Context: an optimization exercise on an open-source flow, tuned for small area, a short achievable clock period and few clock cycles per item. The choices shown serve that exercise and are no tape-out recipe.
Function was checked by simulation only, so behaviour that the tests miss may differ from the original.
Power is estimated from default activity; no workload was simulated.

$ cat config.mk
export PLATFORM = sky130hd
export DESIGN_NAME = proc
export DESIGN_NICKNAME = proc
export VERILOG_FILES = /design/flow/design.v
export SDC_FILE = /design/flow/constraint.sdc
export NUM_CORES = 4
export LEC_CHECK = 0
export CAP_MARGIN = 20
export CORE_MARGIN = 2
export CORE_UTILIZATION = 40
export SLEW_MARGIN = 20
$ cat constraint.sdc
create_clock -name core_clock -period 20.0 [get_ports {clk}]
set_input_delay 4.0000 -clock core_clock [delete_from_list [all_inputs] [get_ports {clk}]]
set_output_delay 4.0000 -clock core_clock [all_outputs]
set_load 0.01 [all_outputs]
$ cat design.v
`timescale 1ns / 1ps
module proc
#(
    parameter ID = 1
)
(
    input clk,
    input res,
    input         instr_gnt,
    input         instr_r_valid,
    input  [31:0] instr_read,
    output        instr_req,
    output [31:0] instr_addr,
    input         data_gnt,
    input         data_r_valid,
    input  [31:0] data_read,
    output        data_req,
    output        data_write_enable,
    output [3:0]  data_be,
    output [31:0] data_addr,
    output [31:0] data_write
);
    localparam [29:0] RESET_PC = 30'h0680_0000;  
    wire        d_adv;         
    wire        e_adv;         
    wire        e_redirect;    
    wire [29:0] e_target;
    wire        d_redirect;    
    wire [29:0] d_tgt;
    wire [29:0] d_next;        
    reg  [29:0] pc_d;          
    reg  [29:0] pc_f;
    reg  [1:0]  inf;           
    reg  [1:0]  dead;          
    reg         pend_dead;     
    reg         resync;        
    reg  [1:0]  ib_cnt;
    reg  [31:0] ib0, ib1;
    reg         req_q;         
    assign instr_req  = req_q;
    assign instr_addr = {pc_f, 2'b00};
    wire pending   = instr_req & ~instr_gnt;
    wire grant     = instr_req & instr_gnt;
    wire r_dead    = instr_r_valid & (dead != 2'd0);
    wire r_live    = instr_r_valid & (dead == 2'd0);
    wire overflow  = r_live & (ib_cnt == 2'd2) & ~d_adv;
    wire redirect  = e_redirect | d_redirect | overflow;
    reg         btb_v;
    reg  [29:0] btb_pc, btb_tgt;
    wire        hit_f = btb_v & (pc_f == btb_pc);
    wire [29:0] resync_pc = (ib_cnt == 2'd0) ? pc_d : d_next;
    wire [1:0] inf_n = inf + {1'b0, grant} - {1'b0, instr_r_valid};
    wire push      = r_live & ~redirect;
    wire [1:0] dead_n   = redirect ? inf_n : dead + {1'b0, grant & pend_dead} - {1'b0, r_dead};
    wire       resync_n = pending & (resync | redirect);
    wire [1:0] ib_cnt_n = (e_redirect | d_redirect) ? 2'd0 :
                          overflow ? 2'd1 : ib_cnt - {1'b0, d_adv} + {1'b0, push};
    wire [1:0] live_n   = inf_n - dead_n;
    wire can_fetch_n    = ((ib_cnt_n == 2'd2) ? (live_n == 2'd0) : (live_n <= 2'd1)) &&
                          (inf_n != 2'd3);
    always @(posedge clk) begin
        if (res) begin
            pc_f      <= RESET_PC;
            inf       <= 2'd0;
            dead      <= 2'd0;
            pend_dead <= 1'b0;
            resync    <= 1'b0;
            req_q     <= 1'b1;
        end else begin
            req_q    <= pending | (~resync_n & can_fetch_n);
            inf      <= inf_n;
            dead     <= dead_n;
            resync   <= resync_n;
            if (pending & redirect)
                pend_dead <= 1'b1;
            else if (grant)
                pend_dead <= 1'b0;
            if (pending) begin
            end else if (e_redirect) begin
                pc_f   <= e_target;
            end else if (d_redirect) begin
                pc_f   <= d_tgt;
            end else if (overflow | resync) begin
                pc_f   <= resync_pc;
            end else if (grant) begin
                pc_f <= hit_f ? btb_tgt : pc_f + 30'd1;
            end
        end
    end
    always @(posedge clk) begin
        if (res)
            ib_cnt <= 2'd0;
        else
            ib_cnt <= ib_cnt_n;
    end
    always @(posedge clk) begin
        if (d_adv | (ib_cnt == 2'd0))
            ib0 <= (ib_cnt == 2'd2) ? ib1 : instr_read;
        if ((ib_cnt == 2'd1 & ~d_adv) | (ib_cnt == 2'd2 & d_adv))
            ib1 <= instr_read;
    end
    always @(posedge clk) begin
        if (res)
            pc_d <= RESET_PC;
        else if (e_redirect)
            pc_d <= e_target;
        else if (d_adv)
            pc_d <= d_next;
    end
    always @(posedge clk) begin
        if (res)
            btb_v <= 1'b0;
        else if (d_redirect & ~ib0[2])     
            btb_v <= 1'b1;
    end
    always @(posedge clk) begin
        if (d_redirect & ~ib0[2]) begin
            btb_pc  <= pc_d;
            btb_tgt <= d_tgt;
        end
    end
    reg         e_valid, e_we, e_load, e_store, e_mul, e_br, e_jal, e_jalr, e_sub;
    reg         e_fwa, e_fwb, e_fws, e_link, e_csr_lo, e_csr_hi, e_pt;
    reg  [2:0]  e_f3;
    reg  [3:0]  e_alu;         
    reg         e_sra;
    reg  [4:0]  e_rd;
    reg  [31:0] e_a, e_b, e_s;
    reg         m_valid, m_we, m_load, m_store, m_two, m_gdone, m_got;
    reg  [1:0]  m_need;        
    reg  [4:0]  m_rd;
    reg  [31:0] m_res;         
    reg  [3:0]  m_be, m_behi;
    reg  [31:0] m_wdata;       
    reg  [2:0]  m_lt;
    reg  [1:0]  m_off;
    reg         w_valid, w_we, w_load, w_two, w_got;
    reg  [1:0]  w_need;
    reg  [4:0]  w_rd;
    reg  [31:0] w_res;         
    reg  [2:0]  w_lt;
    reg  [1:0]  w_off;
    reg         x_valid, x_we, x_load, x_two, x_got;
    reg  [1:0]  x_need;
    reg  [4:0]  x_rd;
    reg  [31:0] x_res;
    reg  [2:0]  x_lt;
    reg  [1:0]  x_off;
    wire        wb_en;
    wire [31:0] wb_data;
    reg  [31:1] rfv;
    wire [31:0] rq [0:31];
    assign rq[0] = 32'd0;
    genvar gi;
    generate
        for (gi = 1; gi < 32; gi = gi + 1) begin : g_rf
            reg [31:0] r;
            always @(posedge clk)
                if (wb_en && x_rd == gi) r <= wb_data;
            assign rq[gi] = r;
        end
    endgenerate
    always @(posedge clk) begin
        if (res)
            rfv <= 31'd0;
        else if (wb_en)
            rfv[x_rd] <= 1'b1;
    end
    wire [31:0] inst = ib0;
    wire        d_valid = (ib_cnt != 2'd0);
    wire [4:0]  opc = inst[6:2];
    wire [2:0]  f3  = inst[14:12];
    wire [4:0]  rs1 = inst[19:15];
    wire [4:0]  rs2 = inst[24:20];
    wire [4:0]  rd  = inst[11:7];
    wire is_load  = (opc == 5'b00000);
    wire is_opimm = (opc == 5'b00100);
    wire is_auipc = (opc == 5'b00101);
    wire is_store = (opc == 5'b01000);
    wire is_op    = (opc == 5'b01100);
    wire is_lui   = (opc == 5'b01101);
    wire is_br    = (opc == 5'b11000);
    wire is_jalr  = (opc == 5'b11001);
    wire is_jal   = (opc == 5'b11011);
    wire is_sys   = (opc == 5'b11100);
    wire is_mul   = is_op & inst[25];
    wire use_rs1 = is_op | is_opimm | is_load | is_store | is_br | is_jalr;
    wire use_rs2 = is_op | is_br | is_store;
    wire d_we    = (rd != 5'd0) & (is_op | is_opimm | is_lui | is_auipc | is_jal |
                                   is_jalr | is_load | (is_sys & (f3 != 3'd0)));
    wire [31:0] sel1 = (32'd1 << rs1) & {rfv, 1'b0};
    wire [31:0] sel2 = (32'd1 << rs2) & {rfv, 1'b0};
    reg  [31:0] rf1, rf2;
    integer k;
    always @* begin
        rf1 = 32'd0;
        rf2 = 32'd0;
        for (k = 1; k < 32; k = k + 1) begin
            rf1 = rf1 | ({32{sel1[k]}} & rq[k]);
            rf2 = rf2 | ({32{sel2[k]}} & rq[k]);
        end
    end
    wire e_fw  = e_valid & e_we & ~e_load;
    wire m_fw  = m_valid & m_we & ~m_load;
    wire w_fw  = w_valid & w_we & ~w_load;
    wire x_fw  = x_valid & x_we;
    wire fwe1  = e_fw && e_rd == rs1;
    wire fwe2  = e_fw && e_rd == rs2;
    wire [31:0] rs1v = (m_fw && m_rd == rs1) ? m_res :
                       (w_fw && w_rd == rs1) ? w_res :
                       (x_fw && x_rd == rs1) ? wb_data : rf1;
    wire [31:0] rs2v = (m_fw && m_rd == rs2) ? m_res :
                       (w_fw && w_rd == rs2) ? w_res :
                       (x_fw && x_rd == rs2) ? wb_data : rf2;
    wire e_ld = e_valid & e_load & e_we;
    wire m_ld = m_valid & m_load & m_we;
    wire w_ld = w_valid & w_load & w_we;
    wire x_ld = x_valid & x_load & x_we & (x_need != 2'd0);
    wire hz1  = (e_ld && e_rd == rs1) | (m_ld && m_rd == rs1) |
                (w_ld && w_rd == rs1) | (x_ld && x_rd == rs1);
    wire hz2  = (e_ld && e_rd == rs2) | (m_ld && m_rd == rs2) |
                (w_ld && w_rd == rs2) | (x_ld && x_rd == rs2);
    wire hazard = (use_rs1 & hz1) | (use_rs2 & hz2);
    wire [31:0] imm_i = {{20{inst[31]}}, inst[31:20]};
    wire [31:0] imm_s = {{20{inst[31]}}, inst[31:25], inst[11:7]};
    wire [31:0] imm_b = {{19{inst[31]}}, inst[31], inst[7], inst[30:25], inst[11:8], 1'b0};
    wire [31:0] imm_u = {inst[31:12], 12'd0};
    wire [31:0] imm_j = {{11{inst[31]}}, inst[31], inst[19:12], inst[20], inst[30:21], 1'b0};
    wire [29:0] pc_inc = pc_d + 30'd1;
    assign      d_tgt  = pc_d + (is_jal ? imm_j[31:2] : imm_b[31:2]);
    wire        pt_d   = is_jal | (is_br & inst[31]);
    wire        pred_d = btb_v & (pc_d == btb_pc);
    assign      d_next = pt_d ? d_tgt : pc_inc;
    wire [31:0] d_a = is_lui ? 32'd0 : (is_auipc | is_jal) ? {pc_d, 2'b00} : rs1v;
    wire [31:0] d_b = (is_op | is_br) ? rs2v :
                      (is_lui | is_auipc) ? imm_u :
                      is_jal ? 32'd4 :
                      is_store ? imm_s : imm_i;
    wire [31:0] d_s = (is_br & ~pt_d) ? {d_tgt, 2'b00} :
                      (is_br | is_jalr) ? {pc_inc, 2'b00} :
                      is_mul ? 32'd0 : rs2v;
    wire [3:0]  d_alu = (is_op | is_opimm) & ~is_mul ? {1'b0, f3} : 4'd0;
    wire        d_sub = is_br | ((is_op | is_opimm) & (f3 == 3'b010 | f3 == 3'b011)) |
                        (is_op & inst[30] & (f3 == 3'b000));
    wire e_free;
    assign d_adv = d_valid & ~hazard & e_free;
    assign d_redirect = d_adv & pt_d & ~pred_d;
    always @(posedge clk) begin
        if (res)
            e_valid <= 1'b0;
        else if (e_free)
            e_valid <= d_adv & ~e_redirect;
    end
    wire mul_step;
    wire [31:0] a, b, mul_sum;
    always @(posedge clk) begin
        if (e_free) begin
            e_we     <= d_we;
            e_load   <= is_load;
            e_store  <= is_store;
            e_mul    <= is_mul;
            e_br     <= is_br;
            e_jal    <= is_jal;
            e_jalr   <= is_jalr;
            e_sub    <= d_sub;
            e_alu    <= d_alu;
            e_sra    <= inst[30];
            e_f3     <= f3;
            e_rd     <= rd;
            e_fwa    <= use_rs1 & fwe1;
            e_fwb    <= (is_op | is_br) & fwe2;
            e_fws    <= is_store & fwe2;
            e_link   <= is_jalr;
            e_pt     <= pt_d;
            e_csr_lo <= is_sys & (inst[31:20] == 12'hC02);
            e_csr_hi <= is_sys & (inst[31:20] == 12'hC82);
            e_a      <= is_sys ? ((inst[31:20] == 12'hF14) ? ID : 32'd0) : d_a;
            e_b      <= is_sys ? 32'd0 : d_b;
            e_s      <= d_s;
        end else if (mul_step) begin
            e_fwa    <= 1'b0;
            e_fwb    <= 1'b0;
            if (e_fwa | e_fwb) begin
                e_a  <= a;
                e_b  <= b;
            end else begin
                e_a  <= e_a << 8;
                e_b  <= e_b >> 8;
                e_s  <= mul_sum;
            end
        end
    end
    assign      a  = e_fwa ? m_res : e_a;
    assign      b  = e_fwb ? m_res : e_b;
    wire [31:0] sv = e_fws ? m_res : e_s;
    wire [32:0] sum33 = {1'b0, a} + {1'b0, b ^ {32{e_sub}}} + {32'd0, e_sub};
    wire [31:0] sum   = sum33[31:0];
    wire        ltu   = ~sum33[32];
    wire        lts   = (a[31] ^ b[31]) ? a[31] : sum[31];
    wire        eq    = (a == b);
    wire        shl   = (e_alu[2:0] == 3'b001);
    wire        sra   = e_sra & a[31] & ~shl;
    reg  [31:0] sh_in, sh_rev;
    integer j;
    always @* begin
        for (j = 0; j < 32; j = j + 1) sh_in[j] = shl ? a[31-j] : a[j];
    end
    wire [63:0] sh_wide = {{32{sra}}, sh_in} >> b[4:0];
    always @* begin
        for (j = 0; j < 32; j = j + 1) sh_rev[j] = shl ? sh_wide[31-j] : sh_wide[j];
    end
    reg [31:0] alu_res;
    always @* begin
        case (e_alu[2:0])
            3'b000: alu_res = sum;
            3'b001: alu_res = sh_rev;
            3'b010: alu_res = {31'd0, lts};
            3'b011: alu_res = {31'd0, ltu};
            3'b100: alu_res = a ^ b;
            3'b101: alu_res = sh_rev;
            3'b110: alu_res = a | b;
            default: alu_res = a & b;
        endcase
    end
    reg br_cond;
    always @* begin
        case ({e_f3[2], e_f3[1]})
            2'b00:   br_cond = eq;
            2'b10:   br_cond = lts;
            2'b11:   br_cond = ltu;
            default: br_cond = 1'b0;
        endcase
    end
    wire br_taken = e_br & (br_cond ^ e_f3[0]) & (e_f3[2] | ~e_f3[1]);
    reg  [63:0] instret;
    reg         inc_q;
    wire [63:0] instret_n = instret + {63'd0, inc_q};
    always @(posedge clk) begin
        if (res) begin
            instret <= 64'd0;
            inc_q   <= 1'b0;
        end else begin
            instret <= instret_n;
            inc_q   <= e_adv;
        end
    end
    reg  [1:0]  mcnt;
    assign mul_sum = e_s + (e_b[0] ? e_a      : 32'd0) + (e_b[1] ? e_a << 1 : 32'd0) +
                           (e_b[2] ? e_a << 2 : 32'd0) + (e_b[3] ? e_a << 3 : 32'd0) +
                           (e_b[4] ? e_a << 4 : 32'd0) + (e_b[5] ? e_a << 5 : 32'd0) +
                           (e_b[6] ? e_a << 6 : 32'd0) + (e_b[7] ? e_a << 7 : 32'd0);
    wire mul_last = (mcnt == 2'd3) & ~e_fwa & ~e_fwb;
    assign mul_step = e_valid & e_mul & ~mul_last;
    wire m_free;
    assign e_adv   = e_valid & ~mul_step & m_free;
    assign e_free  = ~e_valid | e_adv;
    always @(posedge clk) begin
        if (res)
            mcnt <= 2'd0;
        else if (e_adv)
            mcnt <= 2'd0;
        else if (mul_step & ~e_fwa & ~e_fwb)
            mcnt <= mcnt + 2'd1;
    end
    wire [31:0] e_res = e_link   ? sv :
                        e_mul    ? mul_sum :
                        e_csr_lo ? instret_n[31:0] :
                        e_csr_hi ? instret_n[63:32] : alu_res;
    assign e_redirect = e_adv & (e_jalr | (e_br & (br_taken ^ e_pt)));
    assign e_target   = e_jalr ? sum[31:2] : e_s[31:2];
    wire [1:0] off   = sum[1:0];
    wire [3:0] msk   = (e_f3[1:0] == 2'b00) ? 4'b0001 : (e_f3[1:0] == 2'b01) ? 4'b0011 : 4'b1111;
    wire [7:0] be8   = {4'b0000, msk} << off;
    reg  [31:0] st_rot;
    always @* begin
        case (off)
            2'd0: st_rot = sv;
            2'd1: st_rot = {sv[23:0], sv[31:24]};
            2'd2: st_rot = {sv[15:0], sv[31:16]};
            default: st_rot = {sv[7:0], sv[31:8]};
        endcase
    end
    reg         pr_v, pr_we;
    reg  [29:0] pr_addr;
    reg  [3:0]  pr_be;
    reg  [31:0] pr_wdata;
    wire m_mem   = m_load | m_store;
    wire m_fire  = m_valid & m_mem & ~m_gdone & ~pr_v;
    wire m_last  = (m_behi == 4'd0);
    assign data_req          = pr_v | (m_valid & m_mem & ~m_gdone);
    assign data_addr         = {pr_v ? pr_addr : m_res[31:2], 2'b00};
    assign data_be           = pr_v ? pr_be : m_be;
    assign data_write        = pr_v ? pr_wdata : m_wdata;
    assign data_write_enable = pr_v ? pr_we : m_store;
    always @(posedge clk) begin
        if (res)
            pr_v <= 1'b0;
        else if (pr_v)
            pr_v <= ~data_gnt;
        else
            pr_v <= m_fire & ~data_gnt;
    end
    always @(posedge clk) begin
        if (~pr_v) begin
            pr_we    <= m_store;
            pr_addr  <= m_res[31:2];
            pr_be    <= m_be;
            pr_wdata <= m_wdata;
        end
    end
    wire x_wait = x_valid & x_load & (x_need != 2'd0);
    wire w_wait = w_valid & w_load & (w_need != 2'd0);
    wire resp_x = data_r_valid & x_wait;
    wire resp_w = data_r_valid & ~x_wait & w_wait;
    wire resp_m = data_r_valid & ~x_wait & ~w_wait;
    function [31:0] capture;
        input        two, got;
        input [1:0]  off;
        input [31:0] held, rd;
        integer n;
        begin
            for (n = 0; n < 4; n = n + 1)
                capture[8*n +: 8] = (two && got && n >= off) ? held[8*n +: 8] : rd[8*n +: 8];
        end
    endfunction
    wire w_free;
    wire m_done   = ~m_mem | m_gdone | (m_fire & m_last);
    wire m_adv    = m_valid & m_done & w_free;
    assign m_free = ~m_valid | m_adv;
    wire [1:0] m_need_n = m_need + {1'b0, m_fire & m_load} - {1'b0, resp_m};
    wire [31:0] m_word  = resp_m ? capture(m_two, m_got, m_off, m_wdata, data_read) : m_wdata;
    always @(posedge clk) begin
        if (res) begin
            m_valid <= 1'b0;
            m_gdone <= 1'b0;
        end else if (m_free) begin
            m_valid <= e_adv;
            m_gdone <= 1'b0;
        end else if (m_fire & m_last) begin
            m_gdone <= 1'b1;
        end
    end
    always @(posedge clk) begin
        if (m_free) begin
            m_we    <= e_we;
            m_load  <= e_load;
            m_store <= e_store;
            m_rd    <= e_rd;
            m_res   <= (e_load | e_store) ? sum : e_res;
            m_be    <= be8[3:0];
            m_behi  <= be8[7:4];
            m_two   <= (be8[7:4] != 4'd0);
            m_wdata <= st_rot;
            m_lt    <= e_f3;
            m_off   <= off;
            m_need  <= 2'd0;
            m_got   <= 1'b0;
        end else begin
            if (m_fire & ~m_last) begin
                m_res[31:2] <= m_res[31:2] + 30'd1;
                m_be        <= m_behi;
                m_behi      <= 4'd0;
            end
            m_need  <= m_need_n;
            m_wdata <= m_word;
            if (resp_m) m_got <= 1'b1;
        end
    end
    wire x_free;
    wire w_adv = w_valid & x_free;
    assign w_free = ~w_valid | w_adv;
    wire [31:0] w_word = resp_w ? capture(w_two, w_got, w_off, w_res, data_read) : w_res;
    always @(posedge clk) begin
        if (res)
            w_valid <= 1'b0;
        else if (w_free)
            w_valid <= m_adv;
    end
    always @(posedge clk) begin
        if (w_free) begin
            w_we   <= m_we;
            w_load <= m_load;
            w_two  <= m_two;
            w_rd   <= m_rd;
            w_res  <= m_load ? m_word : m_res;
            w_lt   <= m_lt;
            w_off  <= m_off;
            w_need <= m_need_n;
            w_got  <= m_got | resp_m;
        end else begin
            w_res  <= w_word;
            w_need <= w_need - {1'b0, resp_w};
            if (resp_w) w_got <= 1'b1;
        end
    end
    wire x_ready = ~x_load | (x_need == 2'd0);
    assign x_free = ~x_valid | x_ready;
    wire [31:0] x_word = resp_x ? capture(x_two, x_got, x_off, x_res, data_read) : x_res;
    always @(posedge clk) begin
        if (res)
            x_valid <= 1'b0;
        else if (x_free)
            x_valid <= w_adv;
    end
    always @(posedge clk) begin
        if (x_free) begin
            x_we   <= w_we;
            x_load <= w_load;
            x_two  <= w_two;
            x_rd   <= w_rd;
            x_res  <= w_word;
            x_lt   <= w_lt;
            x_off  <= w_off;
            x_need <= w_need - {1'b0, resp_w};
            x_got  <= w_got | resp_w;
        end else begin
            x_res  <= x_word;
            x_need <= x_need - {1'b0, resp_x};
            if (resp_x) x_got <= 1'b1;
        end
    end
    reg [31:0] ld_rot, ld_val;
    always @* begin
        case (x_off)
            2'd0: ld_rot = x_res;
            2'd1: ld_rot = {x_res[7:0], x_res[31:8]};
            2'd2: ld_rot = {x_res[15:0], x_res[31:16]};
            default: ld_rot = {x_res[23:0], x_res[31:24]};
        endcase
        case (x_lt)
            3'b000:  ld_val = {{24{ld_rot[7]}}, ld_rot[7:0]};
            3'b100:  ld_val = {24'd0, ld_rot[7:0]};
            3'b001:  ld_val = {{16{ld_rot[15]}}, ld_rot[15:0]};
            3'b101:  ld_val = {16'd0, ld_rot[15:0]};
            default: ld_val = ld_rot;
        endcase
    end
    assign wb_en   = x_valid & x_we & x_ready;
    assign wb_data = x_load ? ld_val : x_res;
endmodule
$ cat flow/run.sh
#!/bin/bash
# Standard ORFS layout, with the resizer's setup repair aiming for extra slack
# (the clock and the constraints are the design's own).
set -euo pipefail
bash standard.sh SETUP_SLACK_MARGIN=14 finish > standard_flow.log 2>&1
$ cat standard.sh
#!/bin/bash
# synth_recipe.tcl (not shown) runs the flow's synth.tcl, then flattens the netlist and writes it again
# the make line also repeats each setting of config.mk as NAME=value (left out here)
make -C /OpenROAD-flow-scripts/flow DESIGN_CONFIG=/design/flow/config.mk WORK_HOME=/design/flow/orfs CLKGATE_MAP_FILE= SYNTH_SCRIPT=/design/flow/synth_recipe.tcl "${@:-finish}"
==> results of run 1 <==
-- routing by layer --
| metal | global-route usage (%) | vias to the layer above | routed length, um |
|---|---|---|---|
| met1 | 45.9 | 42600 | 164000 |
| met2 | 56.9 | 8510 | 203000 |
| met5 | 0.117 | - | 172 |
| met3 | 15.2 | 2547 | 74900 |
| li1 | - | 34200 | - |
| met4 | 31.4 | 24 | 51800 |
-- cells by family after synthesis --
logic type / count (synthesis) / synth area share [%]
adder cells (fa/ha/maj): 381 / 6.47
flip-flops: 1658 / 48.8
buffers and inverters: 1116 / 4.44
multiplexers: 508 / 6.24
other: 1 / 0.00392
AO/OA/AOI/OAI: 2518 / 18.7
AND/OR/NAND/NOR: 2317 / 11.7
XOR/XNOR: 388 / 3.55
-- repair_timing --
item | 4_1_cts | 5_1_grt
cloned | 13 | 2
setup endpoints to repair | 186 | 138
setup buffers | 76 | 37
pin swaps | 21 | 47
resized for setup | 523 | 128
-- per-stage QoR --
stage                     worst slack (ns)  cell area, um^2  total power, W
after floorplan                      14.02            95600         0.00796
after global placement               12.87           102000          0.0104
after detailed placement             12.79           102000          0.0105
after CTS                            13.65           110000          0.0141
after global routing                 13.65           111000          0.0148
final                                13.69           111000          0.0145
-- final timing paths --
path | cells after the start | slack, ns | endpoint
worst max-delay path | 6 | 13.69 | data_addr[29]
worst max register to register | 22 | 13.79 | m_res[25]
worst min register to register | 0 | 0.38 | w_lt[2]
worst min-delay path | 0 | 0.38 | w_lt[2]
-- synth_stat cells, drive strengths merged, types with 265 or more instances --
| cell type | count | share of area [%] |
|---|---|---|
| xnor2 | 265 | 2.4 |
| a22oi | 356 | 2.8 |
| a21oi | 538 | 2.8 |
| clkbuf | 629 | 2.5 |
| dfxtp | 312 | 6.5 |
| nor2 | 646 | 2.5 |
| inv | 365 | 1.4 |
| a221oi | 306 | 2.8 |
| a22o | 291 | 2.7 |
| nand2 | 520 | 2.0 |
| o21ai | 285 | 1.5 |
| mux2i | 282 | 3.0 |
| edfxtp | 1346 | 42 |
-- cell type report --
cell class              count  share of cell area, %
flip-flops and latches   1658                   42.0
clock inverters           113                   1.15
repair buffers            677                   5.79
diodes                     25                 0.0563
multi-input cells        6116                   41.8
well taps                3167                   3.57
inverters                 369                   1.25
clock buffers             219                   4.31
-- power breakdown --
part,internal (W),switching (W)
Sequential,0.00465,0.000566
Combinational,0.00188,0.00397
Clock,0.00192,0.00154
==> flow_summary.json, run 1 <==
{
  "outcome": "finished clean",
  "yosysWarnings": 1,
  "clk_pin_slew_worst_paths_ns": 0.06,
  "hold_violations": 0,
  "first_iter_violations": 16500,
  "drt-vias-per-instance": 7.12,
  "holdWs_ns": 0.383,
  "overflow": 0,
  "final_common_cell": "edfxtp_1",
  "grt_max_degree": 86,
  "ys_seq_elements": 1658,
  "synth_flop_cell": "edfxtp_1",
  "num_vias": 87800,
  "power.density_nw_per_um2": 131,
  "finalCritPeriodShare_pct": 31.5,
  "largest_register_ffs": 992,
  "skew_ns": 0.104,
  "drv_cap": 0,
  "cts_max_level": 4,
  "drv_slew": 0,
  "period_needed_ns": 6.31,
  "die_w_um": 493,
  "synth.yosys.seq_area_share_pct": 48.8,
  "cpMaxStageDelayCell": "dfxtp_4",
  "r2r-start": "e_b[4]",
  "setup_viol": 0,
  "fmax_ghz": 0.159,
  "largestRegisters": "g_rf.r x992, instret x64",
  "initial_core_util_pct": 40.2,
  "clock_latency_ns": 0.91,
  "cts.path.max_buffers": 3,
  "syn2layout_area_growth_pct": 16.1,
  "critPathMaxStageDelay_ns": 0.44,
  "num_rows": 179,
  "cts_tree": "built",
  "die-area_um2": 243000,
  "path_cells": "buf_12, buf_12, buf_12, buf_16, mux2_4, buf_6",
  "path_delay_family": "buffers and inverters",
  "final_core_util_pct": 46.7,
  "syn_area_per_cell_um2": 10.8,
  "cpMostUsedCell": "buf_12",
  "leakagePower_nw": 40.3,
  "dpl.hpwl_um": 319000,
  "grt_pass1_wl_um": 664000,
  "yosysUniqueCellTypes": 91,
  "cp-startpoint": "pr_v",
  "largest_register": "g_rf.r",
  "synth-edff-count": 1346,
  "crit_fanout": 8,
  "tightest_slew_ns": 1.28,
  "required_ns": 16.00,
  "synth_area_um2": 95600,
  "final_cell_mix": "edfxtp_1, nor2_1, nand2_1",
  "finalNetCount": 9452,
  "gr-usage-all-layers_pct": 39.1,
  "drc": 0,
  "holdCritPathClass": "flop to flop",
  "critPathBufInv": 5,
  "place_inst": 11900,
  "cp-end-kind": "output port",
  "regArea_um2": 46700,
  "grt_pass1_vias": 81100,
  "io_pins": 173,
  "multi_input_area_um2": 46500,
  "core_area_um2": 238000,
  "start_kind": "flop",
  "max-vdd-ir-drop_uv": 87.2,
  "cts_sinks": 1658,
  "async_reset_ff_share_pct": 0,
  "cts_hold_buf": 0,
  "rsz0062_at_grt": "yes",
  "final_cells": 12300,
  "routed_wl_um": 494000,
  "clockRootBuffer": "clkbuf_16",
  "holdCritStartpoint": "m_lt[2]",
  "ant_nets": 0,
  "cts_inserted_buffers": 179,
  "wire_per_inst_um": 40.0,
  "dr.pass1.iters": 30,
  "gp_congestion": 1.06,
  "setup_tns_ns": 0,
  "io_buffers": 166,
  "antenna_found_initial": 37,
  "slew_headroom_pct": 14.7,
  "drive_gt1_share_pct": 15.2,
  "final.fill_count": 21600,
  "crit_type": "flop to output port",
  "die_y_um": 493,
  "synth_cells": 8887,
  "arrival_ns": 2.31
}
Testbench counts, summed over its fixed seeds: cycles 45,334, instructions 33,484.
==> inputs of run 2 (changes only) <==
--- a/design.v
+++ b/design.v
@@ -30,7 +30,7 @@
     wire [29:0] d_next;        
     reg  [29:0] pc_d;          
     reg  [29:0] pc_f;
-    reg  [1:0]  inf;           
+    reg  [1:0]  live;          
     reg  [1:0]  dead;          
     reg         pend_dead;     
     reg         resync;        
@@ -49,26 +49,27 @@
     reg  [29:0] btb_pc, btb_tgt;
     wire        hit_f = btb_v & (pc_f == btb_pc);
     wire [29:0] resync_pc = (ib_cnt == 2'd0) ? pc_d : d_next;
-    wire [1:0] inf_n = inf + {1'b0, grant} - {1'b0, instr_r_valid};
+    wire [1:0] inf_n = live + dead + {1'b0, grant} - {1'b0, instr_r_valid};
     wire push      = r_live & ~redirect;
+    wire [1:0] live_s   = live + {1'b0, grant & ~pend_dead} - {1'b0, r_live};
+    wire [1:0] ib_cnt_s = ib_cnt - {1'b0, d_adv} + {1'b0, r_live};
     wire [1:0] dead_n   = redirect ? inf_n : dead + {1'b0, grant & pend_dead} - {1'b0, r_dead};
     wire       resync_n = pending & (resync | redirect);
-    wire [1:0] ib_cnt_n = (e_redirect | d_redirect) ? 2'd0 :
-                          overflow ? 2'd1 : ib_cnt - {1'b0, d_adv} + {1'b0, push};
-    wire [1:0] live_n   = inf_n - dead_n;
-    wire can_fetch_n    = ((ib_cnt_n == 2'd2) ? (live_n == 2'd0) : (live_n <= 2'd1)) &&
+    wire [1:0] ib_cnt_n = (e_redirect | d_redirect) ? 2'd0 : overflow ? 2'd1 : ib_cnt_s;
+    wire can_fetch_s    = ((ib_cnt_s == 2'd2) ? (live_s == 2'd0) : (live_s <= 2'd1)) &&
                           (inf_n != 2'd3);
+    wire req_n          = pending | (redirect ? (inf_n != 2'd3) : can_fetch_s);
     always @(posedge clk) begin
         if (res) begin
             pc_f      <= RESET_PC;
-            inf       <= 2'd0;
+            live      <= 2'd0;
             dead      <= 2'd0;
             pend_dead <= 1'b0;
             resync    <= 1'b0;
             req_q     <= 1'b1;
         end else begin
-            req_q    <= pending | (~resync_n & can_fetch_n);
-            inf      <= inf_n;
+            req_q    <= req_n;
+            live     <= redirect ? 2'd0 : live_s;
             dead     <= dead_n;
             resync   <= resync_n;
             if (pending & redirect)
@@ -126,12 +127,10 @@
     reg         e_sra;
     reg  [4:0]  e_rd;
     reg  [31:0] e_a, e_b, e_s;
-    reg         m_valid, m_we, m_load, m_store, m_two, m_gdone, m_got;
+    reg         m_valid, m_we, m_load, m_two, m_got;
     reg  [1:0]  m_need;        
     reg  [4:0]  m_rd;
     reg  [31:0] m_res;         
-    reg  [3:0]  m_be, m_behi;
-    reg  [31:0] m_wdata;       
     reg  [2:0]  m_lt;
     reg  [1:0]  m_off;
     reg         w_valid, w_we, w_load, w_two, w_got;
@@ -277,16 +276,18 @@
             e_a      <= is_sys ? ((inst[31:20] == 12'hF14) ? ID : 32'd0) : d_a;
             e_b      <= is_sys ? 32'd0 : d_b;
             e_s      <= d_s;
-        end else if (mul_step) begin
+        end else begin
             e_fwa    <= 1'b0;
             e_fwb    <= 1'b0;
-            if (e_fwa | e_fwb) begin
-                e_a  <= a;
-                e_b  <= b;
-            end else begin
+            e_fws    <= 1'b0;
+            if (mul_step & ~e_fwa & ~e_fwb) begin
                 e_a  <= e_a << 8;
                 e_b  <= e_b >> 8;
                 e_s  <= mul_sum;
+            end else begin
+                e_a  <= a;
+                e_b  <= b;
+                e_s  <= sv;
             end
         end
     end
@@ -345,14 +346,34 @@
         end
     end
     reg  [1:0]  mcnt;
-    assign mul_sum = e_s + (e_b[0] ? e_a      : 32'd0) + (e_b[1] ? e_a << 1 : 32'd0) +
-                           (e_b[2] ? e_a << 2 : 32'd0) + (e_b[3] ? e_a << 3 : 32'd0) +
-                           (e_b[4] ? e_a << 4 : 32'd0) + (e_b[5] ? e_a << 5 : 32'd0) +
-                           (e_b[6] ? e_a << 6 : 32'd0) + (e_b[7] ? e_a << 7 : 32'd0);
+    function [63:0] csa;       
+        input [31:0] x, y, z;
+        begin
+            csa[31:0]  = x ^ y ^ z;
+            csa[63:32] = {((x[30:0] & y[30:0]) | (x[30:0] & z[30:0]) | (y[30:0] & z[30:0])), 1'b0};
+        end
+    endfunction
+    wire [31:0] pp0 = e_b[0] ? e_a        : 32'd0;
+    wire [31:0] pp1 = e_b[1] ? e_a << 1 : 32'd0;
+    wire [31:0] pp2 = e_b[2] ? e_a << 2 : 32'd0;
+    wire [31:0] pp3 = e_b[3] ? e_a << 3 : 32'd0;
+    wire [31:0] pp4 = e_b[4] ? e_a << 4 : 32'd0;
+    wire [31:0] pp5 = e_b[5] ? e_a << 5 : 32'd0;
+    wire [31:0] pp6 = e_b[6] ? e_a << 6 : 32'd0;
+    wire [31:0] pp7 = e_b[7] ? e_a << 7 : 32'd0;
+    wire [63:0] l1a = csa(pp0, pp1, pp2);
+    wire [63:0] l1b = csa(pp3, pp4, pp5);
+    wire [63:0] l1c = csa(pp6, pp7, e_s);
+    wire [63:0] l2a = csa(l1a[31:0], l1a[63:32], l1b[31:0]);
+    wire [63:0] l2b = csa(l1b[63:32], l1c[31:0], l1c[63:32]);
+    wire [63:0] l3  = csa(l2a[31:0], l2a[63:32], l2b[31:0]);
+    wire [63:0] l4  = csa(l3[31:0], l3[63:32], l2b[63:32]);
+    assign mul_sum = l4[31:0] + l4[63:32];
     wire mul_last = (mcnt == 2'd3) & ~e_fwa & ~e_fwb;
     assign mul_step = e_valid & e_mul & ~mul_last;
     wire m_free;
-    assign e_adv   = e_valid & ~mul_step & m_free;
+    wire   n_full;
+    assign e_adv   = e_valid & ~mul_step & m_free & ~(n_full & (e_load | e_store));
     assign e_free  = ~e_valid | e_adv;
     always @(posedge clk) begin
         if (res)
@@ -380,32 +401,55 @@
             default: st_rot = {sv[7:0], sv[31:8]};
         endcase
     end
-    reg         pr_v, pr_we;
-    reg  [29:0] pr_addr;
-    reg  [3:0]  pr_be;
-    reg  [31:0] pr_wdata;
-    wire m_mem   = m_load | m_store;
-    wire m_fire  = m_valid & m_mem & ~m_gdone & ~pr_v;
-    wire m_last  = (m_behi == 4'd0);
-    assign data_req          = pr_v | (m_valid & m_mem & ~m_gdone);
-    assign data_addr         = {pr_v ? pr_addr : m_res[31:2], 2'b00};
-    assign data_be           = pr_v ? pr_be : m_be;
-    assign data_write        = pr_v ? pr_wdata : m_wdata;
-    assign data_write_enable = pr_v ? pr_we : m_store;
+    reg         b_v, b_we, n_v, n_we;
+    reg  [29:0] b_addr, n_addr;
+    reg  [3:0]  b_be, b_behi, n_be, n_behi;
+    reg  [31:0] b_wdata, n_wdata;
+    assign data_req          = b_v;
+    assign data_addr         = {b_addr, 2'b00};
+    assign data_be           = b_be;
+    assign data_write        = b_wdata;
+    assign data_write_enable = b_we;
+    assign n_full  = n_v;
+    wire e_req     = e_adv & (e_load | e_store);
+    wire b_part2   = b_v & data_gnt & (b_behi != 4'd0);
+    wire b_free_nx = ~b_v | (data_gnt & (b_behi == 4'd0));
+    wire n_to_b    = n_v & b_free_nx;
+    wire e_to_b    = e_req & b_free_nx & ~n_v;
+    wire e_to_n    = e_req & ~b_free_nx;
     always @(posedge clk) begin
-        if (res)
-            pr_v <= 1'b0;
-        else if (pr_v)
-            pr_v <= ~data_gnt;
-        else
-            pr_v <= m_fire & ~data_gnt;
+        if (res) begin
+            b_v <= 1'b0;
+            n_v <= 1'b0;
+        end else begin
+            b_v <= n_to_b | e_to_b | (b_v & ~b_free_nx);
+            n_v <= e_to_n | (n_v & ~b_free_nx);
+        end
     end
     always @(posedge clk) begin
-        if (~pr_v) begin
-            pr_we    <= m_store;
-            pr_addr  <= m_res[31:2];
-            pr_be    <= m_be;
-            pr_wdata <= m_wdata;
+        if (n_to_b) begin
+            b_we    <= n_we;
+            b_addr  <= n_addr;
+            b_be    <= n_be;
+            b_behi  <= n_behi;
+            b_wdata <= n_wdata;
+        end else if (e_to_b) begin
+            b_we    <= e_store;
+            b_addr  <= sum[31:2];
+            b_be    <= be8[3:0];
+            b_behi  <= be8[7:4];
+            b_wdata <= st_rot;
+        end else if (b_part2) begin
+            b_addr  <= b_addr + 30'd1;
+            b_be    <= b_behi;
+            b_behi  <= 4'd0;
+        end
+        if (~n_v) begin
+            n_we    <= e_store;
+            n_addr  <= sum[31:2];
+            n_be    <= be8[3:0];
+            n_behi  <= be8[7:4];
+            n_wdata <= st_rot;
         end
     end
     wire x_wait = x_valid & x_load & (x_need != 2'd0);
@@ -424,45 +468,29 @@
         end
     endfunction
     wire w_free;
-    wire m_done   = ~m_mem | m_gdone | (m_fire & m_last);
-    wire m_adv    = m_valid & m_done & w_free;
+    wire m_adv    = m_valid & w_free;
     assign m_free = ~m_valid | m_adv;
-    wire [1:0] m_need_n = m_need + {1'b0, m_fire & m_load} - {1'b0, resp_m};
-    wire [31:0] m_word  = resp_m ? capture(m_two, m_got, m_off, m_wdata, data_read) : m_wdata;
+    wire [31:0] m_word  = resp_m ? capture(m_two, m_got, m_off, m_res, data_read) : m_res;
     always @(posedge clk) begin
-        if (res) begin
+        if (res)
             m_valid <= 1'b0;
-            m_gdone <= 1'b0;
-        end else if (m_free) begin
+        else if (m_free)
             m_valid <= e_adv;
-            m_gdone <= 1'b0;
-        end else if (m_fire & m_last) begin
-            m_gdone <= 1'b1;
-        end
     end
     always @(posedge clk) begin
         if (m_free) begin
             m_we    <= e_we;
             m_load  <= e_load;
-            m_store <= e_store;
             m_rd    <= e_rd;
             m_res   <= (e_load | e_store) ? sum : e_res;
-            m_be    <= be8[3:0];
-            m_behi  <= be8[7:4];
             m_two   <= (be8[7:4] != 4'd0);
-            m_wdata <= st_rot;
             m_lt    <= e_f3;
             m_off   <= off;
-            m_need  <= 2'd0;
+            m_need  <= ~e_load ? 2'd0 : (be8[7:4] != 4'd0) ? 2'd2 : 2'd1;
             m_got   <= 1'b0;
         end else begin
-            if (m_fire & ~m_last) begin
-                m_res[31:2] <= m_res[31:2] + 30'd1;
-                m_be        <= m_behi;
-                m_behi      <= 4'd0;
-            end
-            m_need  <= m_need_n;
-            m_wdata <= m_word;
+            m_need  <= m_need - {1'b0, resp_m};
+            m_res   <= m_word;
             if (resp_m) m_got <= 1'b1;
         end
     end
@@ -485,7 +513,7 @@
             w_res  <= m_load ? m_word : m_res;
             w_lt   <= m_lt;
             w_off  <= m_off;
-            w_need <= m_need_n;
+            w_need <= m_need - {1'b0, resp_m};
             w_got  <= m_got | resp_m;
         end else begin
             w_res  <= w_word;
==> flow_summary.json, run 2 <==
{
  "outcome": "finished clean",
  "drv_cap": 0,
  "critPathMaxStageDelay_ns": 1.04,
  "synth-simple-area-share_pct": 12.9,
  "cts_max_level": 4,
  "gr-usage-all-layers_pct": 39.0,
  "synth_area_leaders": "edfxtp_1, dfxtp_1, a22oi_1",
  "switchingPower_w": 0.00515,
  "synth-edff-count": 1347,
  "skew_ns": 0.0550,
  "cts_sinks": 1691,
  "drc": 0,
  "crit_type": "flop to flop",
  "synth_fa_ha_area_share_pct": 6.46,
  "dr.pass1.iters": 10,
  "syn2layout_area_growth_pct": 14.1,
  "cts_tree": "built",
  "gp_congestion": 1.07,
  "synth_cells": 9283,
  "synth.mux.area_fraction_pct": 4.61,
  "seq_power_share_pct": 39.2,
  "hold_violations": 0,
  "overflow": 0,
  "p_clk_share_pct": 27.3,
  "yosysTopAreaCell": "edfxtp_1",
  "path_delay_family": "compound AO/OA/AOI/OAI gates",
  "yosysWarnings": 1,
  "start_kind": "flop",
  "arrival_ns": 6.97,
  "slew_headroom_pct": 11.1,
  "synth-xor-area-share_pct": 3.54,
  "final_cell_mix": "edfxtp_1, nand2_1, a22oi_1",
  "fmax_ghz": 0.162,
  "routed_wl_um": 491000,
  "required_ns": 20.80,
  "initial_core_util_pct": 40.1,
  "synth_top_cell_area_share_pct": 42.0,
  "synth_flop_cell": "edfxtp_1",
  "p_int_w": 0.00784,
  "clock_latency_ns": 0.91,
  "antenna_found_initial": 40,
  "cts.path.max_buffers": 3,
  "swShare_pct": 39.7,
  "synth_area_um2": 96300,
  "largest_register": "g_rf.r",
  "core_area_um2": 240000,
  "drv_slew": 0,
  "die_w_um": 495,
  "num_vias": 87800,
  "dpl.hpwl_um": 323000,
  "largest_register_ffs": 992,
  "r2r_cells": 12,
  "synth_common_cells": "edfxtp_1, nand2_1, a22oi_1, nor2_1, clkbuf_1",
  "yosysUniqueCellTypes": 93,
  "critPathBufInv": 2,
  "cpMaxStageDelayCell": "a211oi_1",
  "synth.yosys.seq_area_share_pct": 49.2,
  "cts_hold_buf": 0,
  "syn_area_per_cell_um2": 10.4,
  "finalNetCount": 9778,
  "holdCritPathClass": "flop to flop",
  "finalCritPeriodShare_pct": 30.9,
  "io_pins": 173,
  "final.fill_count": 22300,
  "path_depth": 12,
  "async_reset_ff_share_pct": 0,
  "period_needed_ns": 6.17,
  "setup_tns_ns": 0,
  "drive_gt1_share_pct": 11.7,
  "max-vdd-ir-drop_uv": 97.2,
  "wire_per_inst_um": 38.7,
  "crit_fanout": 19,
  "clockRootBuffer": "clkbuf_16",
  "tightest_slew_ns": 1.32,
  "io_buffers": 166,
  "p_comb_share_pct": 33.5,
  "first_iter_violations": 16100,
  "num_rows": 180,
  "drt-vias-per-instance": 6.92,
  "power.density_nw_per_um2": 118,
  "largestRegisters": "g_rf.r x992, instret x64",
  "synth_compound_area_share_pct": 19.0,
  "final.setup.worst_slack_ns": 13.83,
  "die_y_um": 495,
  "grt_pass1_wl_um": 667000,
  "grt_pass1_vias": 82100,
  "path_cells": "nor3b_1, and4b_2, buf_4, buf_4, a22oi_1, nand4_1, nor3_1, a211oi_1, a21oi_1, o21ai_0, a22oi_1, o21ai_0",
  "die-area_um2": 245000,
  "leakagePower_nw": 39.9,
  "ant_nets": 0,
  "setup_viol": 0,
  "pre_cts_slack_ns": 12.86,
  "cp-end-kind": "flop",
  "synth_top_family_by_area": "compound AO/OA/AOI/OAI gates",
  "final_common_cell": "edfxtp_1",
  "hold_path_depth": 0,
  "rsz0062_at_grt": "yes",
  "grt_max_degree": 77,
  "clk_pin_slew_worst_paths_ns": 0.07,
  "synth.most_common_cell": "edfxtp_1",
  "ys_seq_elements": 1691,
  "cts_inserted_buffers": 186
}
## run 2: cell types whose count changed after synthesis, sizes merged, moves of 33 or more
cell and delta:
a22o -183, and2 -42, nand2 +398, mux2 -73, a221oi -175, a22oi +386, inv +39, o21ai +212
nand4 -52, xnor2 -33, a21oi -103
## run 2: cell type report
type	count	area (um^2)	share of cell area (%)
clock inverters	142	1370	1.25
inverters	412	1550	1.41
diodes	26	65.1	0.0592
multi-input cells	6495	46000	41.9
clock buffers	208	4810	4.38
well taps	3185	3990	3.63
repair buffers	538	4640	4.22
flip-flops and latches	1691	47400	43.2
## run 2: path summary, 6_finish.rpt
kind | startpoint | end | slack [ns]
hold reg to reg | m_lt[2] | w_lt[2] | 0.43
hold / removal | m_lt[2] | w_lt[2] | 0.43
setup / recovery | ib0[21] | e_b[3] | 13.83
setup reg to reg | ib0[21] | e_b[3] | 13.83
## run 2: through the flow
step | total power, W | instances | util, % | hold slack, ns | instance area (um^2)
floorplan | 0.00716 | 9286 | - | 0.400 | 96300
global placement | 0.00912 | 12300 | 42.8 | 0.413 | 103000
detailed placement | 0.00919 | 12300 | 42.8 | 0.409 | 103000
CTS | 0.0127 | 12700 | 45.6 | 0.430 | 109000
global route | 0.0133 | 12700 | 45.8 | 0.442 | 110000
finish | 0.0130 | 12700 | 45.8 | 0.430 | 110000
## run 2: kinds of logic (layout without fill, tap and decap cells)
group | Yosys count | after routing
other | 1 | 30
adder cells (fa/ha/maj) | 384 | 384
AO/OA/AOI/OAI | 2667 | 2667
AND/OR/NAND/NOR | 2649 | 2649
buffers and inverters | 1100 | 1300
multiplexers | 404 | 404
flip-flops | 1691 | 1691
XOR/XNOR | 387 | 387
## run 2: per-layer routing
metal	vias to the layer above	GRT usage, %	share of wire (%)
li1	35100	-	-
met1	42700	46.5	34
met2	7615	56.3	41
met3	2403	14.0	14
met4	42	32.3	11
met5	-	0.900	0.12
## run 2: what timing repair did
item | CTS | global route
gates resized for setup | 92 | 56
endpoints found under the hold margin | 0 | 0
endpoints found under the setup margin | 118 | 86
pin swaps | 3 | 6
buffers inserted | 7 | 10
## run 2: power by group through the flow
stage | Sequential [W] | Clock, W | Combinational [W]
after floorplan | 0.00487 | 0 | 0.00230
after global placement | 0.00512 | 0 | 0.00401
after detailed placement | 0.00512 | 0 | 0.00406
after CTS | 0.00507 | 0.00354 | 0.00410
after global routing | 0.00511 | 0.00368 | 0.00450
final | 0.00510 | 0.00354 | 0.00435
## run 2: worst register-to-register path, cell delays in order, from the launching register on
cell	delay [ns]
edfxtp_1	0.86
nor3b_1	0.83
and4b_2	0.36
buf_4	0.45
buf_4	0.64
a22oi_1	0.17
nand4_1	0.11
nor3_1	0.10
a211oi_1	1.04
a21oi_1	0.12
o21ai_0	0.96
a22oi_1	0.23
o21ai_0	0.23
Testbench counts of run 2, summed over its fixed seeds: cycles 45,012, instructions 33,484.
==> inputs of run 3 (changes only) <==
==> flow/run.sh (replaced) <==
#!/bin/bash
# Standard ORFS layout, with the resizer's setup repair aiming for extra slack
# (the clock and the constraints are the design's own).
set -euo pipefail
bash standard.sh SETUP_SLACK_MARGIN=15 finish > standard_flow.log 2>&1
==> flow_summary.json, run 3 <==
{
  "outcome": "failed layout checks",
  "so_faults": "capacitance limit",
  "dr.pass1.iters": 11,
  "setup_viol": 0,
  "synth.yosys.seq_area_share_pct": 49.2,
  "cts_inserted_buffers": 181,
  "r2r_cells": 22,
  "finalNetCount": 10100,
  "num_vias": 89800,
  "dpl.hpwl_um": 322000,
  "drt-vias-per-instance": 6.92,
  "clockRootBuffer": "clkbuf_16",
  "synth_flop_cell": "edfxtp_1",
  "die_y_um": 495,
  "yosysTopAreaCell": "edfxtp_1",
  "grt_max_degree": 82,
  "initial_core_util_pct": 40.1,
  "clock_latency_ns": 0.89,
  "grt_pass1_vias": 83400,
  "final_cell_mix": "edfxtp_1, nand2_1, a22oi_1",
  "path_cells": "buf_6",
  "grt_pass1_wl_um": 679000,
  "final_common_cell": "edfxtp_1",
  "hold_violations": 0,
  "async_reset_ff_share_pct": 0,
  "rr_endpoint": "m_res[21]",
  "cts_sinks": 1691,
  "clk_pin_slew_worst_paths_ns": 0.06,
  "hold_path_depth": 0,
  "yosysWarnings": 1,
  "final.fill_count": 21800,
  "synth_cells": 9283,
  "tightest_slew_ns": 1.54,
  "slew_headroom_pct": -3.40,
  "cts_max_level": 4,
  "first_iter_violations": 16100,
  "syn2layout_area_growth_pct": 19.8,
  "largest_register": "g_rf.r",
  "routed_wl_um": 506000,
  "holdCritPathClass": "flop to flop",
  "pre_cts_slack_ns": 12.46,
  "critPathBufInv": 1,
  "power.density_nw_per_um2": 118,
  "arrival_ns": 1.57,
  "finalCritPeriodShare_pct": 27.9,
  "largest_register_ffs": 992,
  "cts_tree": "built",
  "crit_fanout": 4,
  "critPathMaxStageDelay_ns": 0.50,
  "path_delay_family": "flip-flops",
  "leakagePower_nw": 42.4,
  "die_w_um": 495,
  "synth-edff-count": 1347,
  "required_ns": 16.00,
  "synth_area_leaders": "edfxtp_1, dfxtp_1, a22oi_1",
  "start_kind": "flop",
  "reg2reg_slack_ns": 14.45,
  "gr-usage-all-layers_pct": 39.8,
  "ys_seq_elements": 1691,
  "antenna_found_initial": 22,
  "holdCritStartpoint": "w_lt[0]",
  "io_buffers": 166,
  "yosysUniqueCellTypes": 93,
  "hold_end": "x_lt[0]",
  "fmax_ghz": 0.180,
  "wire_per_inst_um": 39.0,
  "r2r-start": "e_b[1]",
  "synth_area_um2": 96300,
  "drv_slew": 2,
  "crit_type": "flop to output port",
  "core_area_um2": 240000,
  "overflow": 0,
  "gp_congestion": 1.04,
  "rsz0062_at_grt": "yes",
  "drc": 0,
  "die-area_um2": 245000,
  "final.setup.worst_slack_ns": 14.43,
  "cp-end-kind": "output port",
  "cts.path.max_buffers": 3,
  "cpMaxStageDelayCell": "edfxtp_1",
  "skew_ns": 0.0618,
  "synth_top_cell_area_share_pct": 42.0,
  "num_rows": 180,
  "synth.most_common_cell": "edfxtp_1",
  "ant_nets": 0,
  "synth_common_cells": "edfxtp_1, nand2_1, a22oi_1, nor2_1, clkbuf_1",
  "setup_tns_ns": 0,
  "syn_area_per_cell_um2": 10.4,
  "holdWs_ns": 0.472,
  "largestRegisters": "g_rf.r x992, instret x64",
  "io_pins": 173,
  "cts_hold_buf": 0,
  "max-vdd-ir-drop_uv": 80.2,
  "drive_gt1_share_pct": 18.5,
  "period_needed_ns": 5.57,
  "drv_cap": 1
}
==> run 3: cell types whose count changed in the layout (fill, tap and decap cells not counted), moves of 32 or more <==
cell,previous run,this run
clkdlybuf4s50_1,163,62
buf_4,350,557
o21ai_1,13,74
a21oi_1,422,388
ha_1,195,153
buf_2,1,50
o21ai_0,479,399
mux2_2,100,68
mux2_4,0,32
dfxtp_4,11,48
buf_6,7,89
==> run 3: logic make-up after synthesis <==
kind of cell | Yosys count | share of synthesized area (%)
compound gates | 2667 | 19.0
simple gates | 2649 | 12.9
flops | 1691 | 49.2
buf+inv | 1100 | 4.34
mux | 404 | 4.61
xor+xnor | 387 | 3.54
fa+ha+maj | 384 | 6.46
other cells | 1 | 0.00390
==> run 3: area by class of cell <==
cell class	instances	area, um^2	share of cell area, %
timing repair buffer	824	7470	6.48
sequential	1691	47500	41.2
multi-input combinational	6504	48500	42.1
tap	3185	3990	3.46
clock inverter	112	1330	1.15
clock buffer	222	4840	4.20
inverter	412	1560	1.36
antenna	23	57.6	0.0499
timing repair inverter	1	5.00	0.00434
==> run 3: per-stage QoR <==
step	power, W	area, um^2	util [%]	cells
floorplan	0.00725	97300	-	9286
CTS	0.0131	113000	47.0	12800
detailed placement	0.00929	103000	43.1	12300
global placement	0.00922	103000	43.1	12300
global route	0.0139	115000	48.1	13000
finish	0.0137	115000	48.1	13000
==> run 3: repair_timing <==
| action | in CTS | in global routing |
|---|---|---|
| pin swaps | 66 | 94 |
| setup endpoints to repair | 599 | 338 |
| buffers inserted | 136 | 145 |
| cloned | 20 | 5 |
| endpoints found under the hold margin | 0 | 0 |
| resized for setup | 875 | 251 |
==> run 3: worst max path at each step <==
stage	startpoint	end	cells past startpoint
floorplan	instr_gnt	req_q	9
global placement	e_fwb	pc_f[17]	16
detailed placement	e_fwb	pc_f[17]	16
CTS	b_addr[3]	data_addr[5]	1
global route	e_b[1]	m_res[27]	24
finish	b_addr[3]	data_addr[5]	1
==> run 3: power breakdown <==
part,internal (W),switching (W)
combinational,0.00166,0.00333
sequential,0.00460,0.000520
clock,0.00201,0.00154
==> run 3: layer usage <==
layer | wire (um) | vias up | GRT usage [%]
li1 | - | 35600 | -
met3 | 69400 | 2495 | 13.7
met2 | 211000 | 8006 | 58.0
met5 | 489 | - | 1.19
met1 | 171000 | 43600 | 47.1
met4 | 54700 | 31 | 32.8
==> inputs of run 4 (changes only) <==
--- a/design.v
+++ b/design.v
@@ -126,7 +126,7 @@
     reg  [3:0]  e_alu;         
     reg         e_sra;
     reg  [4:0]  e_rd;
-    reg  [31:0] e_a, e_b, e_s;
+    reg  [31:0] e_a, e_b, e_s, e_c;
     reg         m_valid, m_we, m_load, m_two, m_got;
     reg  [1:0]  m_need;        
     reg  [4:0]  m_rd;
@@ -251,7 +251,8 @@
             e_valid <= d_adv & ~e_redirect;
     end
     wire mul_step;
-    wire [31:0] a, b, mul_sum;
+    wire [31:0] a, b, mul_s, mul_c;
+    reg  [2:0]  mcnt;
     always @(posedge clk) begin
         if (e_free) begin
             e_we     <= d_we;
@@ -276,14 +277,19 @@
             e_a      <= is_sys ? ((inst[31:20] == 12'hF14) ? ID : 32'd0) : d_a;
             e_b      <= is_sys ? 32'd0 : d_b;
             e_s      <= d_s;
+            e_c      <= 32'd0;
         end else begin
             e_fwa    <= 1'b0;
             e_fwb    <= 1'b0;
             e_fws    <= 1'b0;
-            if (mul_step & ~e_fwa & ~e_fwb) begin
+            if (mul_step & ~e_fwa & ~e_fwb & (mcnt == 3'd3)) begin
+                e_a  <= mul_s;
+                e_b  <= mul_c;
+            end else if (mul_step & ~e_fwa & ~e_fwb) begin
                 e_a  <= e_a << 8;
                 e_b  <= e_b >> 8;
-                e_s  <= mul_sum;
+                e_s  <= mul_s;
+                e_c  <= mul_c;
             end else begin
                 e_a  <= a;
                 e_b  <= b;
@@ -345,7 +351,6 @@
             inc_q   <= e_adv;
         end
     end
-    reg  [1:0]  mcnt;
     function [63:0] csa;       
         input [31:0] x, y, z;
         begin
@@ -366,10 +371,12 @@
     wire [63:0] l1c = csa(pp6, pp7, e_s);
     wire [63:0] l2a = csa(l1a[31:0], l1a[63:32], l1b[31:0]);
     wire [63:0] l2b = csa(l1b[63:32], l1c[31:0], l1c[63:32]);
-    wire [63:0] l3  = csa(l2a[31:0], l2a[63:32], l2b[31:0]);
-    wire [63:0] l4  = csa(l3[31:0], l3[63:32], l2b[63:32]);
-    assign mul_sum = l4[31:0] + l4[63:32];
-    wire mul_last = (mcnt == 2'd3) & ~e_fwa & ~e_fwb;
+    wire [63:0] l3  = csa(l2a[31:0], l2a[63:32], e_c);
+    wire [63:0] l4  = csa(l3[31:0], l3[63:32], l2b[31:0]);
+    wire [63:0] l5  = csa(l4[31:0], l4[63:32], l2b[63:32]);
+    assign mul_s = l5[31:0];
+    assign mul_c = l5[63:32];
+    wire mul_last = (mcnt == 3'd4);
     assign mul_step = e_valid & e_mul & ~mul_last;
     wire m_free;
     wire   n_full;
@@ -377,14 +384,13 @@
     assign e_free  = ~e_valid | e_adv;
     always @(posedge clk) begin
         if (res)
-            mcnt <= 2'd0;
+            mcnt <= 3'd0;
         else if (e_adv)
-            mcnt <= 2'd0;
+            mcnt <= 3'd0;
         else if (mul_step & ~e_fwa & ~e_fwb)
-            mcnt <= mcnt + 2'd1;
+            mcnt <= mcnt + 3'd1;
     end
     wire [31:0] e_res = e_link   ? sv :
-                        e_mul    ? mul_sum :
                         e_csr_lo ? instret_n[31:0] :
                         e_csr_hi ? instret_n[63:32] : alu_res;
     assign e_redirect = e_adv & (e_jalr | (e_br & (br_taken ^ e_pt)));
@@ -417,6 +423,7 @@
     wire n_to_b    = n_v & b_free_nx;
     wire e_to_b    = e_req & b_free_nx & ~n_v;
     wire e_to_n    = e_req & ~b_free_nx;
+    wire b_keep    = ~n_to_b & ~e_to_b;
     always @(posedge clk) begin
         if (res) begin
             b_v <= 1'b0;
@@ -427,23 +434,14 @@
         end
     end
     always @(posedge clk) begin
-        if (n_to_b) begin
-            b_we    <= n_we;
-            b_addr  <= n_addr;
-            b_be    <= n_be;
-            b_behi  <= n_behi;
-            b_wdata <= n_wdata;
-        end else if (e_to_b) begin
-            b_we    <= e_store;
-            b_addr  <= sum[31:2];
-            b_be    <= be8[3:0];
-            b_behi  <= be8[7:4];
-            b_wdata <= st_rot;
-        end else if (b_part2) begin
-            b_addr  <= b_addr + 30'd1;
-            b_be    <= b_behi;
-            b_behi  <= 4'd0;
-        end
+        b_we    <= (n_to_b & n_we) | (e_to_b & e_store) | (b_keep & b_we);
+        b_addr  <= ({30{n_to_b}} & n_addr) | ({30{e_to_b}} & sum[31:2]) |
+                   ({30{b_keep}} & (b_addr + {29'd0, b_part2}));
+        b_be    <= ({4{n_to_b}} & n_be) | ({4{e_to_b}} & be8[3:0]) |
+                   ({4{b_keep}} & (b_part2 ? b_behi : b_be));
+        b_behi  <= ({4{n_to_b}} & n_behi) | ({4{e_to_b}} & be8[7:4]) |
+                   ({4{b_keep & ~b_part2}} & b_behi);
+        b_wdata <= ({32{n_to_b}} & n_wdata) | ({32{e_to_b}} & st_rot) | ({32{b_keep}} & b_wdata);
         if (~n_v) begin
             n_we    <= e_store;
             n_addr  <= sum[31:2];
==> flow/run.sh (replaced) <==
#!/bin/bash
# Standard ORFS layout. Up to clock tree synthesis the resizer's setup repair
# aims for extra slack; after global routing it aims for less, so that it only
# fixes what routing broke (the clock and the constraints are the design's own).
set -euo pipefail
bash standard.sh SETUP_SLACK_MARGIN=15 cts > flow_to_cts.log 2>&1
bash standard.sh SETUP_SLACK_MARGIN=12 finish > flow_finish.log 2>&1
==> flow_summary.json, run 4 <==
{
  "first_iter_violations": 19800,
  "io_pins": 173,
  "holdCritPathClass": "flop to flop",
  "leakagePower_nw": 41.8,
  "initial_core_util_pct": 40.3,
  "dpl.hpwl_um": 375000,
  "hold_path_depth": 0,
  "final_cell_mix": "edfxtp_1, nand2_1, nor2_1",
  "grt_pass1_vias": 88800,
  "wire_per_inst_um": 43.4,
  "clock_latency_ns": 0.90,
  "hold_end": "x_lt[0]",
  "num_vias": 96000,
  "largest_register": "g_rf.r",
  "synth_area_um2": 99200,
  "async_reset_ff_share_pct": 0,
  "tightest_slew_ns": 1.44,
  "overflow": 0,
  "start_kind": "flop",
  "final.fill_count": 22700,
  "finalCritPeriodShare_pct": 30.0,
  "yosysTopAreaCell": "edfxtp_1",
  "use_met3_pct": 20.4,
  "drc": 0,
  "yosysUniqueCellTypes": 106,
  "die_y_um": 502,
  "outcome": "finished clean",
  "dr.pass1.iters": 14,
  "hold_violations": 0,
  "cts_inserted_buffers": 185,
  "fmax_ghz": 0.167,
  "arrival_ns": 6.71,
  "synth.most_common_cell": "edfxtp_1",
  "grt_busiest_layer": "met2",
  "ys_seq_elements": 1723,
  "cts.path.max_buffers": 3,
  "placed_area_um2": 106000,
  "ant_nets": 0,
  "yosysWarnings": 1,
  "crit_fanout": 35,
  "use_met1_pct": 51.3,
  "clk_pin_slew_worst_paths_ns": 0.06,
  "setup_viol": 0,
  "gp_congestion": 1.10,
  "core_area_um2": 246000,
  "max-vdd-ir-drop_uv": 95.9,
  "cts_hold_buf": 0,
  "finalNetCount": 10100,
  "routed_wl_um": 574000,
  "largestRegisters": "g_rf.r x992, instret x64",
  "synth.yosys.seq_area_share_pct": 48.0,
  "drive_gt1_share_pct": 16.1,
  "grt_pass1_wl_um": 766000,
  "die-area_um2": 252000,
  "rr_endpoint": "e_a[10]",
  "setup_tns_ns": 0,
  "synth_top_cell_area_share_pct": 39.6,
  "holdCritStartpoint": "w_lt[0]",
  "power.density_nw_per_um2": 135,
  "gr-usage-all-layers_pct": 44.3,
  "antenna_found_initial": 91,
  "synth_flop_cell": "edfxtp_1",
  "cts_max_level": 4,
  "cts_tree": "built",
  "clockRootBuffer": "clkbuf_16",
  "rsz0062_at_grt": "no",
  "synth_cells": 9510,
  "r2r_cells": 13,
  "grt_max_degree": 88,
  "syn2layout_area_growth_pct": 16.4,
  "synth_area_leaders": "edfxtp_1, dfxtp_1, fa_1",
  "period_needed_ns": 6.00,
  "drt-vias-per-instance": 7.26,
  "die_w_um": 502,
  "cts_sinks": 1723,
  "drv_cap": 0,
  "largest_register_ffs": 992,
  "final_common_cell": "edfxtp_1",
  "slew_headroom_pct": 1.55,
  "num_rows": 182,
  "stdcell_area_um2": 115000,
  "synth-edff-count": 1309,
  "r2r-start": "ib0[18]",
  "cp-end-kind": "flop",
  "skew_ns": 0.0751,
  "io_buffers": 166,
  "crit_type": "flop to flop",
  "syn_area_per_cell_um2": 10.4,
  "required_ns": 20.72,
  "reg2reg_slack_ns": 14.00,
  "synth_common_cells": "edfxtp_1, nand2_1, nor2_1, clkbuf_1, a22oi_1",
  "grt_use_met2_pct": 60.9,
  "drv_slew": 0
}
-- run 4: layout make-up --
class,instances,area [um^2],share of cell area [%]
tap,3312,4140,3.59
sequential,1723,47900,41.5
timing repair inverter,1,5.00,0.00433
antenna,107,268,0.232
multi-input combinational,6631,49100,42.5
timing repair buffer,709,6130,5.31
clock buffer,223,4920,4.26
clock inverter,116,1470,1.27
inverter,398,1540,1.34
-- run 4: power by group --
part | switching (W) | leakage, nW | internal [W]
registers | 0.000708 | 15.7 | 0.00483
logic | 0.00443 | 23.0 | 0.00186
clock network | 0.00164 | 3.09 | 0.00208
total | 0.00678 | 41.8 | 0.00876
-- run 4: worst max-delay path by stage --
| stage | endpoint | cells after the start | slack (ns) | start |
|---|---|---|---|---|
| final | e_a[10] | 13 | 14.00 | ib0[18] |
| after global routing | e_a[10] | 13 | 14.43 | ib0[18] |
| after global placement | pc_f[3] | 14 | 12.93 | e_fwa |
| after detailed placement | pc_f[12] | 14 | 12.88 | e_fwa |
| after CTS | instr_addr[24] | 1 | 14.57 | pc_f[22] |
| after floorplan | b_addr[20] | 11 | 14.37 | data_gnt |
-- run 4: critical path, cell delays in order, from the launching register on --
cell and delay, ns:
edfxtp_1 0.33, buf_4 0.53, nor3b_1 0.21, buf_4 0.27
and2_2 0.42, buf_4 0.43, a2111oi_0 0.70, nand3_1 0.15
nor4_1 0.50, a21oi_1 0.33, mux2i_1 1.02, a211oi_1 0.43
a21oi_1 0.22, o221ai_1 0.15
-- run 4: cells by family (layout without fill, tap and decap cells) --
logic type	after synthesis	after routing	synth area share, %
XOR/XNOR	368	368	3.25
AO/OA/AOI/OAI	2415	2418	17.1
AND/OR/NAND/NOR	2932	2933	14.8
flip-flops	1723	1723	48.0
buffers and inverters	1163	1447	4.61
adder cells (fa/ha/maj)	386	386	6.50
other	1	111	0.00378
multiplexers	522	522	5.72
-- run 4: timing repair --
item	4_1_cts	5_1_grt
setup buffers	131	0
resized for setup	904	0
endpoints found under the setup margin	431	0
-- run 4: metal layers --
metal | wire length, um | up-vias
met5 | 986 | -
met4 | 64600 | 58
met3 | 88600 | 3259
met2 | 228000 | 9746
met1 | 192000 | 46500
li1 | - | 36400
-- run 4: per-stage QoR --
stage / hold slack, ns / utilization, % / worst slack (ns) / instances / total power (W)
2_1_floorplan: 0.400 / - / 14.37 / 9513 / 0.00817
3_3_place_gp: 0.406 / 43.1 / 12.93 / 12600 / 0.0111
3_5_place_dp: 0.409 / 43.1 / 12.88 / 12600 / 0.0111
4_1_cts: 0.428 / 46.8 / 14.57 / 13100 / 0.0151
5_1_grt: 0.435 / 46.8 / 14.43 / 13100 / 0.0157
6_report: 0.432 / 46.9 / 14.00 / 13200 / 0.0155
Testbench counts of run 4, summed over its fixed seeds: cycles 45,377, instructions 33,484.

-- what the ideal ports hide --
Ports are ideal in the flow. The routed layouts listed here were re-timed in OpenROAD. Step 1 sets driving cells, clkbuf_16 on the clock port and buf_2 on the other inputs (assumed; they add their load-dependent delay and slew). Step 2 also shifts input and output timing later by t, the mid clock arrival at the registers, as if the neighbouring blocks saw the same clock. a / b / c = no drivers / after step 1 / after step 2; a / b = the first two.
run | t (ns) | setup WS [ns] | worst setup path at the end | worst data-port slew with drivers (ns)
run 1 | 0.950 | 13.692 / 13.600 / 13.184 | input to register | 0.05
run 2 | 0.982 | 13.829 / 13.829 / 13.078 | input to register | 0.26
run 3 | 0.953 | 14.430 / 14.335 / 13.992 | input to register | 0.21
run 4 | 0.964 | 14.004 / 14.004 / 13.974 | input to register | 0.07
For run 2, which loses most, drivers alone change the setup slack by 0.000 ns; drivers and shift together by -0.751 ns.
